This design comes from an exercise in tuning for small area on the open sky130 flow, not from production work.
In this exercise RTL edits were held to simulation tests only and were not proved equivalent to the original.
Power is estimated from default activity; no workload was simulated.

red:
## sd_dac_top
module sd_dac_top (
    input               clk,
    input               rst_n,
    input               tone_en,
    input        [31:0] phase_increment,
    input signed [15:0] sample_in,
    output              sample_strobe,
    output              output_pdm_p,
    output              output_pdm_n
);
For scale: about 4200 cells after synthesis, ~1500 flip-flops, about 54 I/O pins, about 0.054 mm^2 of cells after synthesis.
export LEC_CHECK = 0
export ABC_AREA = 1
export CAP_MARGIN = 10
export CORE_MARGIN = 2
export CORE_UTILIZATION = 40
export CTS_BUF_LIST = sky130_fd_sc_hd__clkbuf_8
export CTS_CLUSTER_DIAMETER = 100
export CTS_CLUSTER_SIZE = 15
export GPL_TIMING_DRIVEN = 0
export PLACE_DENSITY = 0.75
export SLEW_MARGIN = 10
create_clock -name core_clock -period 15.0 [get_ports {clk}]
standard.sh (not shown) runs the stock make flow with config.mk's settings and CLKGATE_MAP_FILE= SYNTH_SCRIPT=/design/flow/synth_recipe.tcl, a recipe that flattens the netlist after the stock synthesis.
==> flow/flow/run.sh <==
#!/bin/bash
# The standard layout, with a different synthesis of the same RTL:
#  - the standard synthesis is run first, for the names and cell types of its registers;
#  - then the whole flow runs with flow/synth.tcl as the synthesis script (Yosys's quick ABC pass
#    skipped, registers renamed to the standard names) and with flow/abc_area.script, an
#    area-oriented ABC script, in a copy of ORFS's scripts (ABC_AREA=1 in config.mk selects it);
#  - the input and output ports are buffered with sky130_fd_sc_hd__buf_1.
# Each step's full output: standard_synth.log, flow.log, and ORFS's logs under orfs/logs.
set -euo pipefail
W=$(pwd)
RES="$W/orfs/results/$FLOW_PLATFORM/sd_dac_top/base"

bash "$W/standard.sh" synth > "$W/standard_synth.log" 2>&1
python3 "$W/flow/regs.py" "$RES/1_2_yosys.v" > "$W/standard_regs.txt"
cp "$RES/1_2_yosys.v" "$W/standard_synth.v"
rm -rf "$W/orfs"

rm -rf "$W/scripts"
cp -r "$FLOW_HOME/scripts" "$W/scripts"
cp "$W/flow/abc_area.script" "$W/scripts/abc_area.script"
REF_REGS="$W/standard_regs.txt" bash "$W/standard.sh" SCRIPTS_DIR="$W/scripts" \
  SYNTH_SCRIPT="$W/flow/synth.tcl" BUFFER_PORTS_ARGS="-buffer_cell sky130_fd_sc_hd__buf_1" finish > "$W/flow.log" 2>&1
Other scripts of this flow, unchanged in this note and not shown: flow/flow/abc_area.script, flow/flow/regs.py, flow/flow/synth.tcl
Relative to red, the following input files were edited for blue:
diff --git a/flow/flow/run.sh b/flow/flow/run.sh
--- a/flow/flow/run.sh
+++ b/flow/flow/run.sh
@@ -5,5 +5,3 @@
 #    skipped, registers renamed to the standard names) and with flow/abc_area.script, an
-#    area-oriented ABC script, in a copy of ORFS's scripts (ABC_AREA=1 in config.mk selects it);
-#  - the input and output ports are buffered with sky130_fd_sc_hd__buf_1.
-# Each step's full output: standard_synth.log, flow.log, and ORFS's logs under orfs/logs.
+#    area-oriented ABC script, in a copy of ORFS's scripts (ABC_AREA=1 in config.mk selects it).
 set -euo pipefail
diff --git a/flow/config.mk b/flow/config.mk
--- a/flow/config.mk
+++ b/flow/config.mk
@@ -10,8 +10,7 @@
 export CORE_MARGIN = 2
-export CORE_UTILIZATION = 40
-export CTS_BUF_LIST = sky130_fd_sc_hd__clkbuf_8
+export CORE_UTILIZATION = 50
+export CTS_BUF_LIST = sky130_fd_sc_hd__clkbuf_8 sky130_fd_sc_hd__clkbuf_16
 export CTS_CLUSTER_DIAMETER = 100
-export CTS_CLUSTER_SIZE = 15
+export CTS_CLUSTER_SIZE = 20
 export GPL_TIMING_DRIVEN = 0
-export PLACE_DENSITY = 0.75
 export SLEW_MARGIN = 10
--- outcome ---
Summary of blue over red: clock distribution area overhead in the final layout has increased, post-route worst setup slack has decreased, global routing usage summed across all routing layers has increased, wire length has increased, final area has increased.
Note that the number of fillers in the final layout recorded for blue amounts to 0.76 times the value seen in red.
blue ran to completion and came out clean on the timing, design-rule and antenna checks.
Re minimum clock period: blue is 0.055 ns up on red.
Total length of routed met3 wires, red and blue: smaller value in blue
## Diff of input files: green against blue
diff --git a/flow/flow/run.sh b/flow/flow/run.sh
--- a/flow/flow/run.sh
+++ b/flow/flow/run.sh
@@ -5,3 +5,5 @@
 #    skipped, registers renamed to the standard names) and with flow/abc_area.script, an
-#    area-oriented ABC script, in a copy of ORFS's scripts (ABC_AREA=1 in config.mk selects it).
+#    area-oriented ABC script, in a copy of ORFS's scripts (ABC_AREA=1 in config.mk selects it);
+#  - the input and output ports are buffered with sky130_fd_sc_hd__buf_1.
+# Each step's full output: standard_synth.log, flow.log, and ORFS's logs under orfs/logs.
 set -euo pipefail
diff --git a/flow/config.mk b/flow/config.mk
--- a/flow/config.mk
+++ b/flow/config.mk
@@ -10,7 +10,8 @@
 export CORE_MARGIN = 2
-export CORE_UTILIZATION = 50
-export CTS_BUF_LIST = sky130_fd_sc_hd__clkbuf_8 sky130_fd_sc_hd__clkbuf_16
+export CORE_UTILIZATION = 40
+export CTS_BUF_LIST = sky130_fd_sc_hd__clkbuf_8
 export CTS_CLUSTER_DIAMETER = 100
-export CTS_CLUSTER_SIZE = 20
+export CTS_CLUSTER_SIZE = 15
 export GPL_TIMING_DRIVEN = 0
+export PLACE_DENSITY = 0.9
 export SLEW_MARGIN = 10
==> comparison <==
Met3 track demand over resource in global routing (lower): blue. [compare] base=blue new=green: layout overhead on the synthesized area shrank by 0.98 points, tapcell count grew by 26%.
## Diff of input files: orange against green
diff --git a/flow/flow/run.sh b/flow/flow/run.sh
--- a/flow/flow/run.sh
+++ b/flow/flow/run.sh
@@ -5,5 +5,3 @@
 #    skipped, registers renamed to the standard names) and with flow/abc_area.script, an
-#    area-oriented ABC script, in a copy of ORFS's scripts (ABC_AREA=1 in config.mk selects it);
-#  - the input and output ports are buffered with sky130_fd_sc_hd__buf_1.
-# Each step's full output: standard_synth.log, flow.log, and ORFS's logs under orfs/logs.
+#    area-oriented ABC script, in a copy of ORFS's scripts (ABC_AREA=1 in config.mk selects it).
 set -euo pipefail
diff --git a/flow/config.mk b/flow/config.mk
--- a/flow/config.mk
+++ b/flow/config.mk
@@ -10,3 +10,3 @@
 export CORE_MARGIN = 2
-export CORE_UTILIZATION = 40
+export CORE_UTILIZATION = 50
 export CTS_BUF_LIST = sky130_fd_sc_hd__clkbuf_8
@@ -15,3 +15,2 @@
 export GPL_TIMING_DRIVEN = 0
-export PLACE_DENSITY = 0.9
 export SLEW_MARGIN = 10
==> notes.md <==
Leakage power total: orange vs green — no meaningful difference. Per the comparison of orange with green, combinational fraction of design power decreased by 0.2 points relative to the old numbers, area used by multi-input combinational logic saw little to no change, placed standard-cell area fell 0.61%.

## port drivers added, routing unchanged
How much do the figures lean on ideal ports? The routed layouts below were timed once more, with nothing changed but the port constraints. Step 1: set_driving_cell puts a clkbuf_16 on clk and a buf_2 on each other input, an assumption about the parent block. Step 2 times the ports against the registers' clock, not the clock port: input delays grow and output delays shrink by t, the midpoint of the rising clock arrivals with the driver on. Slacks: ideal ports / drivers / drivers and shift; pairs: ideal ports / drivers.
run	shift t [ns]	setup WS [ns]	pins driven straight from the clock port
red	0.837	0.431 / 0.475 / -0.362	1
blue	0.740	0.376 / 0.425 / -0.315	1
green	0.836	0.352 / 0.397 / -0.439	1
orange	0.838	0.469 / 0.512 / -0.326	1
With both steps, setup timing fails in every run listed, where it was met with ideal ports. For orange, which loses most, drivers alone change the setup slack by +0.043 ns; drivers and shift together by -0.795 ns.
